Background: an optimization exercise with open tools, aiming at small area. Do not read the settings as production practice.
In this exercise RTL edits were held to simulation tests only and were not proved equivalent to the original.
No activity file was given, so power comes from the tool's default toggle rates.

==> inputs of 07-18 <==
==> flow/design.v <==
`timescale 1ns / 1ps
`default_nettype none
module Debounce #(
    parameter W = 16,
    parameter [W-1:0] TAPS = 16'b1101_0000_0000_1000
) (
    input  wire btn,
    input  wire clk,
    output wire led
);
    localparam [W-1:0] POL = {(W/2){2'b10}};
    reg  [W-1:0] q;
    wire [W-1:0] s = q ^ POL;
    wire low_ones = &s[W-2:0];
    wire fb = ~(^(s & TAPS)) | low_ones;
    wire [W-1:0] s_next = btn ? {s[W-2:0], fb} : {{(W-1){1'b1}}, 1'b0};
    always @(posedge clk) q <= s_next ^ POL;
    assign led = low_ones & s[W-1];
endmodule
`timescale 1ns / 1ps
module edge_generator(input wire clk, input wire rst, input wire signal, output reg out);
    reg sig_p;
    always @(posedge clk) begin
        if (rst) begin
            out <= 1'b0;
            sig_p <= 1'b0;
        end else begin
            out <= signal & ~sig_p;
            sig_p <= signal;
        end
    end
endmodule
`timescale 1ns / 1ps
`default_nettype none
module Calculator(
    input  wire       clk,
    input  wire       load,
    input  wire       step,
    input  wire [3:0] a,
    input  wire [3:0] b,
    input  wire [2:0] op,
    output wire       bin,
    output wire [7:0] v
);
    reg [3:0] x, y, h;
    wire lt = a < b;
    wire is_sub = (op == 3'd5);
    wire       cin   = is_sub & x[0];
    wire [4:0] m_sum = {1'b0, h} + (x[0] ? {1'b0, y} : 5'd0) + {4'b0, cin};
    wire [4:0] d_t   = {h, x[3]};
    wire       d_ge  = d_t >= {1'b0, y};
    wire [4:0] d_r   = d_t - {1'b0, y};
    always @(posedge clk) begin
        if (load) begin
            case (op)
                3'd0: begin x <= a & b;   h <= 4'd0; y <= b; end
                3'd1: begin x <= a | b;   h <= 4'd0; y <= b; end
                3'd2: begin x <= ~a;      h <= 4'd0; y <= b; end
                3'd3: begin x <= a ^ b;   h <= 4'd0; y <= b; end
                3'd4: begin x <= 4'd1;    h <= a;    y <= b; end
                3'd5: begin x <= 4'd1;    h <= lt ? b : a;  y <= ~(lt ? a : b); end
                default: begin x <= a;    h <= 4'd0; y <= b; end
            endcase
        end else if (step & op[2]) begin
            if (op != 3'd7) begin
                h <= {m_sum[4] & ~is_sub, m_sum[3:1]};
                x <= {m_sum[0], x[3:1]};
            end else begin
                h <= d_ge ? d_r[3:0] : d_t[3:0];
                x <= {x[2:0], d_ge};
            end
        end
    end
    assign bin = ~op[2];
    assign v = {(op == 3'd7) ? {4{y == 4'd0}} : h, x};
endmodule
module add3(input wire [3:0] i, output reg [3:0] o);
  always @(*) case (i)
    4'd5: o = 4'd8; 4'd6: o = 4'd9; 4'd7: o = 4'd10; 4'd8: o = 4'd11; 4'd9: o = 4'd12;
    default: o = i;
  endcase
endmodule
module val_bcd(input wire [7:0] v, output wire [1:0] hun, output wire [3:0] ten, output wire [3:0] one);
  wire [3:0] c1,c2,c3,c4,c5,c6,c7;
  add3 m1(.i({1'b0,v[7:5]}), .o(c1));
  add3 m2(.i({c1[2:0],v[4]}), .o(c2));
  add3 m3(.i({c2[2:0],v[3]}), .o(c3));
  add3 m4(.i({c3[2:0],v[2]}), .o(c4));
  add3 m5(.i({c4[2:0],v[1]}), .o(c5));
  add3 m6(.i({1'b0,c1[3],c2[3],c3[3]}), .o(c6));
  add3 m7(.i({c6[2:0],c4[3]}), .o(c7));
  assign one = {c5[2:0], v[0]};
  assign ten = {c7[2:0], c5[3]};
  assign hun = {c6[3], c7[3]};
endmodule
`timescale 1ns / 1ps
`default_nettype none
module bcd_seg(
    input wire [3:0] BCD,
    output reg [7:0] s
);
    always @(*) begin
        case(BCD)
            0: s = 8'b0000_0011;
            1: s = 8'b1001_1111;
            2: s = 8'b0010_0101;
            3: s = 8'b0000_1101;
            4: s = 8'b1001_1001;
            5: s = 8'b0100_1001;
            6: s = 8'b0100_0001;
            7: s = 8'b0001_1111;
            8: s = 8'b0000_0001;
            9: s = 8'b0000_1001;
            10: s = 8'b1111_1101;
            default s = 8'b1111_1111;
        endcase
    end
endmodule
`timescale 1ns / 1ps
`default_nettype none
module op_seg(
    input wire [2:0] OP,
    input wire [1:0] d,
    output wire [7:0] s
);
    reg [31:0] w;
    always @(*) begin
        case(OP)
            0: w = 32'b1111_1111_0001_0001_1101_0101_1000_0101;  
            1: w = 32'b1111_1111_1111_1111_0000_0011_1111_0101;  
            2: w = 32'b1111_1111_1101_0101_1100_0101_1110_0001;  
            3: w = 32'b1111_1111_1001_0001_0000_0011_1111_0101;  
            4: w = 32'b1111_1111_0001_0001_1000_0101_1000_0101;  
            5: w = 32'b1111_1111_0100_1001_1100_0111_1100_0001;  
            6: w = 32'b0011_0011_0001_1011_1110_0011_1110_0001;  
            default: w = 32'b1111_1111_1000_0101_1001_1111_1000_0011;  
        endcase
    end
    assign s = w[{d, 3'b000} +: 8];
endmodule
`timescale 1ns / 1ps
`default_nettype none
module Multi_Driver(
    input  wire clk,
    input  wire rst,
    output reg  [1:0] dsel
    );
    reg [9:0] lo;
    reg [1:0] hi;
    wire low_zero = ~|lo[8:0];
    wire lo_last  = lo[9] & low_zero;     
    wire m_zero   = ~lo[9] & low_zero & ~hi[1] & ~hi[0];
    wire fb       = lo[9] ^ lo[6] ^ low_zero;
    always @(posedge clk) begin
        dsel <= m_zero ? 2'd3 : hi;
        if (rst) begin
            lo <= 10'd1;                  
            hi <= 2'd0;
        end else begin
            lo <= {lo[8:0], fb};
            hi <= hi + {1'b0, lo_last};
        end
    end
endmodule
`timescale 1ns / 1ps
`default_nettype none
module Calculator_top(
    input wire [3:0] a,
    input wire [3:0] b,
    input wire clk,
    input wire rst,
    input wire enter,
    input wire back,
    input wire up,
    input wire down,
    output wire [3:0] an,
    output wire [7:0] seg,
    output reg bin_ind
);
    wire up_d, down_d, enter_d, back_d, rst_d;
    Debounce dd(.btn(down),  .clk(clk), .led(down_d));
    Debounce ud(.btn(up),    .clk(clk), .led(up_d));
    Debounce ed(.btn(enter), .clk(clk), .led(enter_d));
    Debounce bd(.btn(back),  .clk(clk), .led(back_d));
    Debounce rd(.btn(rst),   .clk(clk), .led(rst_d));
    wire DOWN, UP, BACK, ENTER;
    edge_generator de(.clk(clk), .rst(rst_d), .signal(down_d),  .out(DOWN));
    edge_generator ue(.clk(clk), .rst(rst_d), .signal(back_d),  .out(BACK));
    edge_generator be(.clk(clk), .rst(rst_d), .signal(up_d),    .out(UP));
    edge_generator ee(.clk(clk), .rst(rst_d), .signal(enter_d), .out(ENTER));
    localparam [4:0] S_IDLE = 5'd0, S_RES = 5'd1, S_OP = 5'd2, S_CONV0 = 5'd5;
    reg [4:0] st;
    wire conv      = |st[4:2];
    wire conv_frst = ~st[4] & ~st[3] & st[2] & ~st[1];
    wire conv_last = &st;
    wire idle      = ~conv & ~st[1] & ~st[0];
    wire res       = ~conv & ~st[1] & st[0];
    reg [2:0] op;
    reg [1:0] result_neg;
    reg [10:0] r;                 
    localparam [3:0] D_ZERO = 4'd8, D_RES = 4'd9;
    reg [3:0] dcode, dcode2;
    wire       c_bin;
    wire [7:0] c_val;
    wire calc_step = ~st[4] & st[3] & ~st[2];    
    Calculator calc(.clk(clk), .load(conv_frst), .step(calc_step),
                    .a(a), .b(b), .op(op), .bin(c_bin), .v(c_val));
    always @(posedge clk) begin
        if (op == 3'd5 && a < b) begin
            result_neg[0] <= 1'b1;
            result_neg[1] <= (b - a) >= 4'd10;
        end
        if (rst_d) begin
            op <= 3'd0;
            st <= S_IDLE;
            result_neg <= 2'b0;
            dcode <= D_ZERO;
        end else if (conv) begin
            bin_ind <= ~(op >= 3'd5);
            dcode <= {1'b0, op};
            if (conv_last) begin
                st <= S_RES;
                r <= {result_neg[0], result_neg[1], c_bin, c_val};
                if (result_neg[0]) result_neg <= 2'b0;
            end else begin
                st <= st + 5'd1;
            end
        end else if (idle) begin
            dcode <= D_ZERO;
            op <= 3'd0;
            if (ENTER) st <= S_CONV0;
            else if (UP | DOWN) st <= S_OP;
        end else if (res) begin
            result_neg <= 2'b0;
            dcode <= D_RES;
            if (BACK) st <= S_IDLE;
            else if (ENTER) st <= S_CONV0;
            else if (UP | DOWN) begin
                st <= S_OP;
                op <= 3'd0;
            end
        end else begin
            result_neg <= 2'b0;
            dcode <= {1'b0, op};
            if (ENTER) st <= S_CONV0;
            else if (BACK) st <= S_RES;
            if (UP) op <= op + 3'd1;
            else if (DOWN) op <= op - 3'd1;
        end
        dcode2 <= dcode;
    end
    wire [1:0] dsel;
    Multi_Driver md(.clk(clk), .rst(rst_d), .dsel(dsel));
    assign an = ~(4'b0001 << dsel);
    wire [1:0] hun; wire [3:0] ten, one;
    val_bcd conv_bcd(.v(r[7:0]), .hun(hun), .ten(ten), .one(one));
    wire rbin = r[8];
    wire [3:0] d_ten = rbin ? {3'b0, r[1]} : ten;
    wire [3:0] d_one = rbin ? {3'b0, r[0]} : one;
    reg [3:0] dig;
    always @(*) begin
        if (r[10]) begin
            case (dsel)
                2'd0: dig = d_one;
                2'd1: dig = r[9] ? d_ten : 4'd10;
                2'd2: dig = r[9] ? 4'd10 : 4'd15;
                default: dig = 4'd15;
            endcase
        end else begin
            case (dsel)
                2'd0: dig = d_one;
                2'd1: dig = d_ten;
                2'd2: dig = rbin ? {3'b0, r[2]} : {2'b0, hun};
                default: dig = rbin ? {3'b0, r[3]} : 4'd0;
            endcase
        end
    end
    wire [7:0] res_seg, name_seg;
    bcd_seg bs(.BCD(dig), .s(res_seg));
    op_seg os(.OP(dcode2[2:0]), .d(dsel), .s(name_seg));
    assign seg = ~dcode2[3] ? name_seg :
                 dcode2[0]  ? res_seg  : 8'b0000_0011;
endmodule
==> flow/flow/run.sh <==
#!/bin/bash
# Standard layout, except that:
#  - the combinational logic of the standard synthesis is re-mapped for area
#    by yosys/abc (flip-flops kept as they are) before floorplanning;
#  - ports are buffered with buf_1, and CTS uses small clock buffers and no
#    dummy loads (settings in flow/cts_args).
set -u
HERE=$(pwd)
F=$HERE/flow
RES=$HERE/orfs/results/$FLOW_PLATFORM/Calculator_top/base
LIB=$FLOW_HOME/platforms/$FLOW_PLATFORM/lib/sky130_fd_sc_hd__tt_025C_1v80.lib
YOSYS=$(command -v yosys || echo /OpenROAD-flow-scripts/tools/install/yosys/bin/yosys)

bash standard.sh synth > std_synth.log 2>&1 || { echo "standard synth failed"; exit 1; }
cp $RES/1_2_yosys.v $HERE/std_1_2_yosys.v

# combinational cell models for the re-mapping
$YOSYS -q -p "read_liberty -ignore_miss_func $LIB; write_verilog -noattr $HERE/cells_all.v" > cells.log 2>&1
python3 $F/combcells.py $HERE/cells_all.v $HERE/combcells.v > combcells.log 2>&1

cat > $HERE/resyn.ys <<EOS
read_liberty -lib $LIB
read_verilog -defer $HERE/std_1_2_yosys.v
hierarchy -top $FLOW_TOP
techmap -map $HERE/combcells.v
techmap
opt -purge
abc -liberty $LIB -dont_use *probe* -dont_use *lpflow* -script $F/area.abc
opt_clean -purge
hilomap -singleton -hicell sky130_fd_sc_hd__conb_1 HI -locell sky130_fd_sc_hd__conb_1 LO
insbuf -buf sky130_fd_sc_hd__buf_4 A X
check -assert -mapped
tee -o $HERE/resyn_stat.txt stat -liberty $LIB
write_verilog -noattr -nohex -nodec $HERE/resyn_1_2_yosys.v
EOS
if $YOSYS -s $HERE/resyn.ys > resyn.log 2>&1 && python3 $F/sameregs.py $HERE/std_1_2_yosys.v $HERE/resyn_1_2_yosys.v > sameregs.log 2>&1; then
  cp $HERE/resyn_1_2_yosys.v $RES/1_2_yosys.v
  rm -f $RES/1_synth.odb $RES/1_synth.sdc
  echo "using the re-mapped netlist"
else
  echo "re-mapping failed; keeping the standard netlist"
fi
bash standard.sh "BUFFER_PORTS_ARGS=-buffer_cell sky130_fd_sc_hd__buf_1" \
  "CTS_ARGS=$(cat $F/cts_args)" finish > std_finish.log 2>&1 || { echo "standard finish failed"; exit 1; }
test -f out/final.def
==> flow/flow/area.abc <==
strash; &get -n; &deepsyn -T 60; &put; strash; &get -n; &dch -f; &nf -a -R 1000; &put
==> flow/flow/combcells.py <==
import re, sys
s = open(sys.argv[1]).read()
keep = [b for b, n in re.findall(r'(module (\S+)\(.*?endmodule\n)', s, re.S)
        if 'always' not in b and 'reg ' not in b]
open(sys.argv[2], 'w').write('\n'.join(keep))
print(len(keep), "combinational cell models")
==> flow/flow/cts_args <==
-sink_clustering_enable -repair_clock_nets -dont_use_dummy_load -buf_list sky130_fd_sc_hd__clkbuf_8 -sink_buffer_max_cap_derate 0.5
==> flow/flow/sameregs.py <==
# Checks that two netlists have the same sequential cell instances (name and type).
import re, sys
def regs(p):
    s = open(p).read()
    return sorted(re.findall(r'\b(sky130_fd_sc_hd__(?:e?df\w+|sdf\w+|dl\w+))\s+(\\?\S+)\s*\(', s))
a, b = regs(sys.argv[1]), regs(sys.argv[2])
print(len(a), len(b))
sys.exit(0 if a == b and len(a) > 0 else 1)
==> flow/standard.sh <==
#!/bin/bash
# synth_recipe.tcl (not shown) runs the flow's synth.tcl, then flattens the netlist and writes it again
# the make line also repeats each setting of config.mk as NAME=value (left out here)
make -C /OpenROAD-flow-scripts/flow DESIGN_CONFIG=/design/flow/config.mk WORK_HOME=/design/flow/orfs CLKGATE_MAP_FILE= SYNTH_SCRIPT=/design/flow/synth_recipe.tcl "${@:-finish}"
==> flow/config.mk <==
export PLATFORM = sky130hd
export DESIGN_NAME = Calculator_top
export DESIGN_NICKNAME = Calculator_top
export VERILOG_FILES = /design/flow/design.v
export SDC_FILE = /design/flow/constraint.sdc
export NUM_CORES = 4
export LEC_CHECK = 0
export ABC_AREA = 1
export CAP_MARGIN = 20
export CORE_MARGIN = 2
export CORE_UTILIZATION = 40
export SLEW_MARGIN = 20
==> flow/constraint.sdc <==
create_clock -name core_clock -period 12.0 [get_ports {clk}]
set_input_delay 2.4000 -clock core_clock [delete_from_list [all_inputs] [get_ports {clk}]]
set_output_delay 2.4000 -clock core_clock [all_outputs]
set_load 0.01 [all_outputs]
==> 05-11 (differences from 07-18) <==
==> flow/flow/cts_args (replaced) <==
-sink_clustering_enable -repair_clock_nets -dont_use_dummy_load -buf_list sky130_fd_sc_hd__clkbuf_8 -sink_buffer_max_cap_derate 2.0
==> 11-16 (differences from 07-18) <==
--- a/flow/design.v
+++ b/flow/design.v
@@ -8,13 +8,13 @@
     input  wire clk,
     output wire led
 );
-    localparam [W-1:0] POL = {(W/2){2'b10}};
-    reg  [W-1:0] q;
-    wire [W-1:0] s = q ^ POL;
+    reg [W-1:0] s;
     wire low_ones = &s[W-2:0];
     wire fb = ~(^(s & TAPS)) | low_ones;
-    wire [W-1:0] s_next = btn ? {s[W-2:0], fb} : {{(W-1){1'b1}}, 1'b0};
-    always @(posedge clk) q <= s_next ^ POL;
+    always @(posedge clk) begin
+        if (~btn) s <= {{(W-1){1'b1}}, 1'b0};
+        else      s <= {s[W-2:0], fb};
+    end
     assign led = low_ones & s[W-1];
 endmodule
 `timescale 1ns / 1ps
@@ -33,65 +33,37 @@
 `timescale 1ns / 1ps
 `default_nettype none
 module Calculator(
-    input  wire       clk,
-    input  wire       load,
-    input  wire       step,
     input  wire [3:0] a,
     input  wire [3:0] b,
     input  wire [2:0] op,
-    output wire       bin,
-    output wire [7:0] v
-);
-    reg [3:0] x, y, h;
-    wire lt = a < b;
-    wire is_sub = (op == 3'd5);
-    wire       cin   = is_sub & x[0];
-    wire [4:0] m_sum = {1'b0, h} + (x[0] ? {1'b0, y} : 5'd0) + {4'b0, cin};
-    wire [4:0] d_t   = {h, x[3]};
-    wire       d_ge  = d_t >= {1'b0, y};
-    wire [4:0] d_r   = d_t - {1'b0, y};
-    always @(posedge clk) begin
-        if (load) begin
-            case (op)
-                3'd0: begin x <= a & b;   h <= 4'd0; y <= b; end
-                3'd1: begin x <= a | b;   h <= 4'd0; y <= b; end
-                3'd2: begin x <= ~a;      h <= 4'd0; y <= b; end
-                3'd3: begin x <= a ^ b;   h <= 4'd0; y <= b; end
-                3'd4: begin x <= 4'd1;    h <= a;    y <= b; end
-                3'd5: begin x <= 4'd1;    h <= lt ? b : a;  y <= ~(lt ? a : b); end
-                default: begin x <= a;    h <= 4'd0; y <= b; end
-            endcase
-        end else if (step & op[2]) begin
-            if (op != 3'd7) begin
-                h <= {m_sum[4] & ~is_sub, m_sum[3:1]};
-                x <= {m_sum[0], x[3:1]};
-            end else begin
-                h <= d_ge ? d_r[3:0] : d_t[3:0];
-                x <= {x[2:0], d_ge};
-            end
-        end
-    end
-    assign bin = ~op[2];
-    assign v = {(op == 3'd7) ? {4{y == 4'd0}} : h, x};
-endmodule
-module add3(input wire [3:0] i, output reg [3:0] o);
-  always @(*) case (i)
-    4'd5: o = 4'd8; 4'd6: o = 4'd9; 4'd7: o = 4'd10; 4'd8: o = 4'd11; 4'd9: o = 4'd12;
-    default: o = i;
-  endcase
-endmodule
-module val_bcd(input wire [7:0] v, output wire [1:0] hun, output wire [3:0] ten, output wire [3:0] one);
-  wire [3:0] c1,c2,c3,c4,c5,c6,c7;
-  add3 m1(.i({1'b0,v[7:5]}), .o(c1));
-  add3 m2(.i({c1[2:0],v[4]}), .o(c2));
-  add3 m3(.i({c2[2:0],v[3]}), .o(c3));
-  add3 m4(.i({c3[2:0],v[2]}), .o(c4));
-  add3 m5(.i({c4[2:0],v[1]}), .o(c5));
-  add3 m6(.i({1'b0,c1[3],c2[3],c3[3]}), .o(c6));
-  add3 m7(.i({c6[2:0],c4[3]}), .o(c7));
-  assign one = {c5[2:0], v[0]};
-  assign ten = {c7[2:0], c5[3]};
-  assign hun = {c6[3], c7[3]};
+    output reg        bin,
+    output reg  [7:0] v
+);
+    always @(*) begin
+        bin = ~op[2];
+        case (op)
+            3'd0: v = {4'b0, a & b};
+            3'd1: v = {4'b0, a | b};
+            3'd2: v = {4'b0, ~a};
+            3'd3: v = {4'b0, a ^ b};
+            3'd4: v = {4'b0, a} + {4'b0, b};
+            3'd5: v = (a < b) ? {4'b0, b - a} : {4'b0, a - b};
+            3'd6: v = a * b;
+            default: v = (b == 4'd0) ? 8'hFF : {4'b0, a / b};
+        endcase
+    end
+endmodule
+`timescale 1ns / 1ps
+`default_nettype none
+module val_bcd(
+    input  wire [7:0] v,
+    output wire [3:0] hun,
+    output wire [3:0] ten,
+    output wire [3:0] one
+    );
+    assign hun = v / 8'd100;
+    assign ten = (v / 8'd10) % 8'd10;
+    assign one = v % 8'd10;
 endmodule
 `timescale 1ns / 1ps
 `default_nettype none
@@ -145,21 +117,14 @@
     input  wire rst,
     output reg  [1:0] dsel
     );
-    reg [9:0] lo;
-    reg [1:0] hi;
-    wire low_zero = ~|lo[8:0];
-    wire lo_last  = lo[9] & low_zero;     
-    wire m_zero   = ~lo[9] & low_zero & ~hi[1] & ~hi[0];
-    wire fb       = lo[9] ^ lo[6] ^ low_zero;
-    always @(posedge clk) begin
-        dsel <= m_zero ? 2'd3 : hi;
-        if (rst) begin
-            lo <= 10'd1;                  
-            hi <= 2'd0;
-        end else begin
-            lo <= {lo[8:0], fb};
-            hi <= hi + {1'b0, lo_last};
-        end
+    reg [11:0] count;
+    always @(posedge clk) begin
+        if (count < 12'd1023)      dsel <= 2'd0;
+        else if (count < 12'd2047) dsel <= 2'd1;
+        else if (count < 12'd3071) dsel <= 2'd2;
+        else                       dsel <= 2'd3;
+        if (rst) count <= 12'd0;
+        else     count <= count + 12'd1;
     end
 endmodule
 `timescale 1ns / 1ps
@@ -197,14 +162,13 @@
     wire res       = ~conv & ~st[1] & st[0];
     reg [2:0] op;
     reg [1:0] result_neg;
+    reg [3:0] a_l, b_l;           
     reg [10:0] r;                 
     localparam [3:0] D_ZERO = 4'd8, D_RES = 4'd9;
     reg [3:0] dcode, dcode2;
     wire       c_bin;
     wire [7:0] c_val;
-    wire calc_step = ~st[4] & st[3] & ~st[2];    
-    Calculator calc(.clk(clk), .load(conv_frst), .step(calc_step),
-                    .a(a), .b(b), .op(op), .bin(c_bin), .v(c_val));
+    Calculator calc(.a(a_l), .b(b_l), .op(op), .bin(c_bin), .v(c_val));
     always @(posedge clk) begin
         if (op == 3'd5 && a < b) begin
             result_neg[0] <= 1'b1;
@@ -218,6 +182,10 @@
         end else if (conv) begin
             bin_ind <= ~(op >= 3'd5);
             dcode <= {1'b0, op};
+            if (conv_frst) begin
+                a_l <= a;
+                b_l <= b;
+            end
             if (conv_last) begin
                 st <= S_RES;
                 r <= {result_neg[0], result_neg[1], c_bin, c_val};
@@ -252,7 +220,7 @@
     wire [1:0] dsel;
     Multi_Driver md(.clk(clk), .rst(rst_d), .dsel(dsel));
     assign an = ~(4'b0001 << dsel);
-    wire [1:0] hun; wire [3:0] ten, one;
+    wire [3:0] hun, ten, one;
     val_bcd conv_bcd(.v(r[7:0]), .hun(hun), .ten(ten), .one(one));
     wire rbin = r[8];
     wire [3:0] d_ten = rbin ? {3'b0, r[1]} : ten;
@@ -270,7 +238,7 @@
             case (dsel)
                 2'd0: dig = d_one;
                 2'd1: dig = d_ten;
-                2'd2: dig = rbin ? {3'b0, r[2]} : {2'b0, hun};
+                2'd2: dig = rbin ? {3'b0, r[2]} : hun;
                 default: dig = rbin ? {3'b0, r[3]} : 4'd0;
             endcase
         end
--- a/flow/flow/run.sh
+++ b/flow/flow/run.sh
@@ -1,15 +1,13 @@
 #!/bin/bash
-# Standard layout, except that:
-#  - the combinational logic of the standard synthesis is re-mapped for area
-#    by yosys/abc (flip-flops kept as they are) before floorplanning;
-#  - ports are buffered with buf_1, and CTS uses small clock buffers and no
-#    dummy loads (settings in flow/cts_args).
+# Standard layout, except that the combinational logic of the standard
+# synthesis is re-mapped for area by yosys/abc before floorplanning.
 set -u
 HERE=$(pwd)
 F=$HERE/flow
 RES=$HERE/orfs/results/$FLOW_PLATFORM/Calculator_top/base
 LIB=$FLOW_HOME/platforms/$FLOW_PLATFORM/lib/sky130_fd_sc_hd__tt_025C_1v80.lib
 YOSYS=$(command -v yosys || echo /OpenROAD-flow-scripts/tools/install/yosys/bin/yosys)
+cp standard.sh standard.sh.txt 2>/dev/null
 
 bash standard.sh synth > std_synth.log 2>&1 || { echo "standard synth failed"; exit 1; }
 cp $RES/1_2_yosys.v $HERE/std_1_2_yosys.v
@@ -40,6 +38,5 @@
 else
   echo "re-mapping failed; keeping the standard netlist"
 fi
-bash standard.sh "BUFFER_PORTS_ARGS=-buffer_cell sky130_fd_sc_hd__buf_1" \
-  "CTS_ARGS=$(cat $F/cts_args)" finish > std_finish.log 2>&1 || { echo "standard finish failed"; exit 1; }
+bash standard.sh finish > std_finish.log 2>&1 || { echo "standard finish failed"; exit 1; }
 test -f out/final.def
==> flow/flow/area.abc (replaced) <==
strash; &get -n; &fraig -x; &put; scorr; dc2; balance; rewrite; refactor; balance; rewrite; rewrite -z; balance; refactor -z; rewrite -z; balance; strash; &get -n; &dch -f; &nf -a -R 1000; &put
ABC_AREA = unset   (was 1)
removed: flow/flow/cts_args
==> 02-23 (differences from 07-18) <==
==> flow/design.v, changed modules only <==
module Multi_Driver(
    input  wire clk,
    input  wire rst,
    output wire [1:0] dsel
    );
    reg [9:0] lo;
    reg [1:0] hi;
    reg rst_p;
    wire low_zero = ~|lo[8:0];
    wire lo_last  = lo[9] & low_zero;     
    wire m_zero   = ~lo[9] & low_zero & ~hi[1] & ~hi[0];
    wire fb       = lo[9] ^ lo[6] ^ low_zero;
    always @(posedge clk) begin
        rst_p <= rst;
        if (rst_p) begin
            lo <= 10'd1;                  
            hi <= 2'd0;
        end else begin
            lo <= {lo[8:0], fb};
            hi <= hi + {1'b0, lo_last};
        end
    end
    assign dsel = m_zero ? 2'd3 : hi;
endmodule
==> flow/flow/cts_args (replaced) <==
-sink_clustering_enable -repair_clock_nets -sink_clustering_size 30 -sink_clustering_max_diameter 100
==> notes.md <==
- The run finished with no timing, DRC or antenna violations.
- Dividing the final minimum period by the clock period gives 0.603.
- The worst setup path is launched from a flip-flop.
- For the worst flop-to-flop path, the logic depth is 11.
- After layout, the minimum clock period comes to just over 7 ns.
- The cell at the root of the clock tree is clkbuf_16.
- The critical path goes through nor2b_1 > or2_0 > o221ai_1 > nor2_1 > o21ai_0 > nor2b_1 > nor2_1 > o21ai_0 > a21oi_1 > o41ai_1 > nand2b_1 > clkinv_1 > a21oi_1 > nand2_1 > o31a_1 > o21ai_0 > clkdlybuf4s50_1.
- The largest single stage delay on the critical path is 0.57 ns.
- The average size of a mapped cell is approximately 8.6 um2.
- Summed over all layers, the global routing overflow is 0.
- The met2 layer usage reported by global route is 0.257.
- The deepest level of the CTS H-tree is 4.
- The share of layout cells above drive strength 1 is 0.0420.
- The number of hold-repair buffers added at the cts stage is 0.
- The clock tree from TritonCTS is built.
- Detailed routing inserted a total of 5468 vias.
- The number of cell rows is 46.
- The final number of max-transition violations was 0.
- The total instance count after detailed placement is just under 1000.
[end of results for 11-16]
==> notes.md <==
- The flow ran to the end and the layout has no timing, DRC or antenna violations.
- For this run, global-route usage on met2 was measured as 0.250.
- The power share of the combinational group is 0.208.
- The largest single stage delay on the critical path is 0.48 ns.
- The number of cell rows is 44.
- The average size of a mapped cell is between 9 and 10 um2.
- The final number of max-transition violations is 0.
- The share of layout cells above drive strength 1 is 0.0486.
- The number of hold-repair buffers added at the cts stage is 0.
- The final design instance area without fill is 6760 um2.
- The total grt overflow is 0.
- The tree is rooted in a clkbuf_16.
- The signal on the critical path passes through and2_0 > nor2_1 > a21oi_1 > a21oi_1 > o21ai_0 > o21ai_0 > nand4_1 > a2111o_1 > a21oi_1 > nor2_1 > nand2_1 > nand3_1 > nor3b_1 > clkinv_1 > o21ai_0 > nand2_1 > a31oi_1 > buf_1.
- The final worst-path cycle share is 0.568.
- The time the worst path needs with I/O delays and setup is roughly 6.8 ns.
- Once placement completed, the tool counted placed cells totaling 831.
- The Yosys step of the flow raised 8 warnings.
- The vias after detailed routing is 4540.
- The worst setup path is launched from a flip-flop.
[end of results for 02-23]
==> notes.md <==
- The placed instances occupy a cell area of 6190 um2.
- The total instance count after detailed placement is approximately 850.
- The floorplan step set the die width to about 130 um.
- Counting every instance in the synthesized netlist gives ~650.
- The last weighted congestion value of the routability-driven placer is just under 0.9.
- The number of cell rows is 44.
- The die is approximately 130 um tall.
- The worst setup slack after placement is 5.41 ns.
- The flow did not finish.
- When the netlist entered floorplanning its net count stood at 661.
- It got as far as 4_1_cts and failed there.
- Yosys printed 8 warnings.
- The first error in the log reads "[ERROR CTS-0109] sink_buffer_max_cap_derate needs to be between 0 and 1.0".
- The cell area after synthesis is ~5900 um2.
- The count of port buffers added during placement is 25.
- Dividing the synthesized area by the synthesized cell count gives a little over 9 um2.
[end of results for 05-11]
==> notes.md <==
- The cell at the root of the clock tree is clkbuf_8.
- After synthesis, the mean cell area works out to ~9 um2.
- The vias after detailed routing is around 4600.
- The number of cell rows is 44.
- The share of layout cells above drive strength 1 is 0.0297.
- The time the worst path needs with I/O delays and setup is between 6 and 7 ns.
- The element type at the critical path start is a flip-flop.
- The critical path's largest stage delay is about 0.50 ns.
- In the global route stage, met2 resource usage came out at 0.237.
- The number of cells on the worst reg-to-reg path is 6.
- The total instance count after detailed placement is 840.
- The run finished with no timing, DRC or antenna violations.
- The deepest level of the CTS H-tree is 4.
[end of results for 07-18]

[afterwards: timing with drivers on the ports]
No port has a modelled driver above. Below, the same layouts with a new extraction and two added sets of constraints.
Step 1 assumes that a clkbuf_16 drives the clock port and a buf_2 every other input.
Step 2 times the ports against the registers' clock, not the clock port: input delays grow and output delays shrink by t, the midpoint of the rising clock arrivals with the driver on.
Slacks: ideal ports / drivers / drivers and shift; pairs: ideal ports / drivers.
| run | shift t [ns] | slack for setup (ns) | worst hold slack (ns) | worst data-port slew with drivers (ns) |
|---|---|---|---|---|
| 07-18 | 0.448 | 5.206 / 5.173 / 5.621 | 0.323 / 0.323 / 0.323 | 0.03 |
| 11-16 | 0.448 | 4.763 / 4.728 / 5.176 | 0.325 / 0.325 / 0.325 | 0.03 |
| 02-23 | 0.449 | 5.185 / 5.145 / 5.594 | 0.325 / 0.325 / 0.325 | 0.04 |
After both steps every run listed still meets setup and hold.
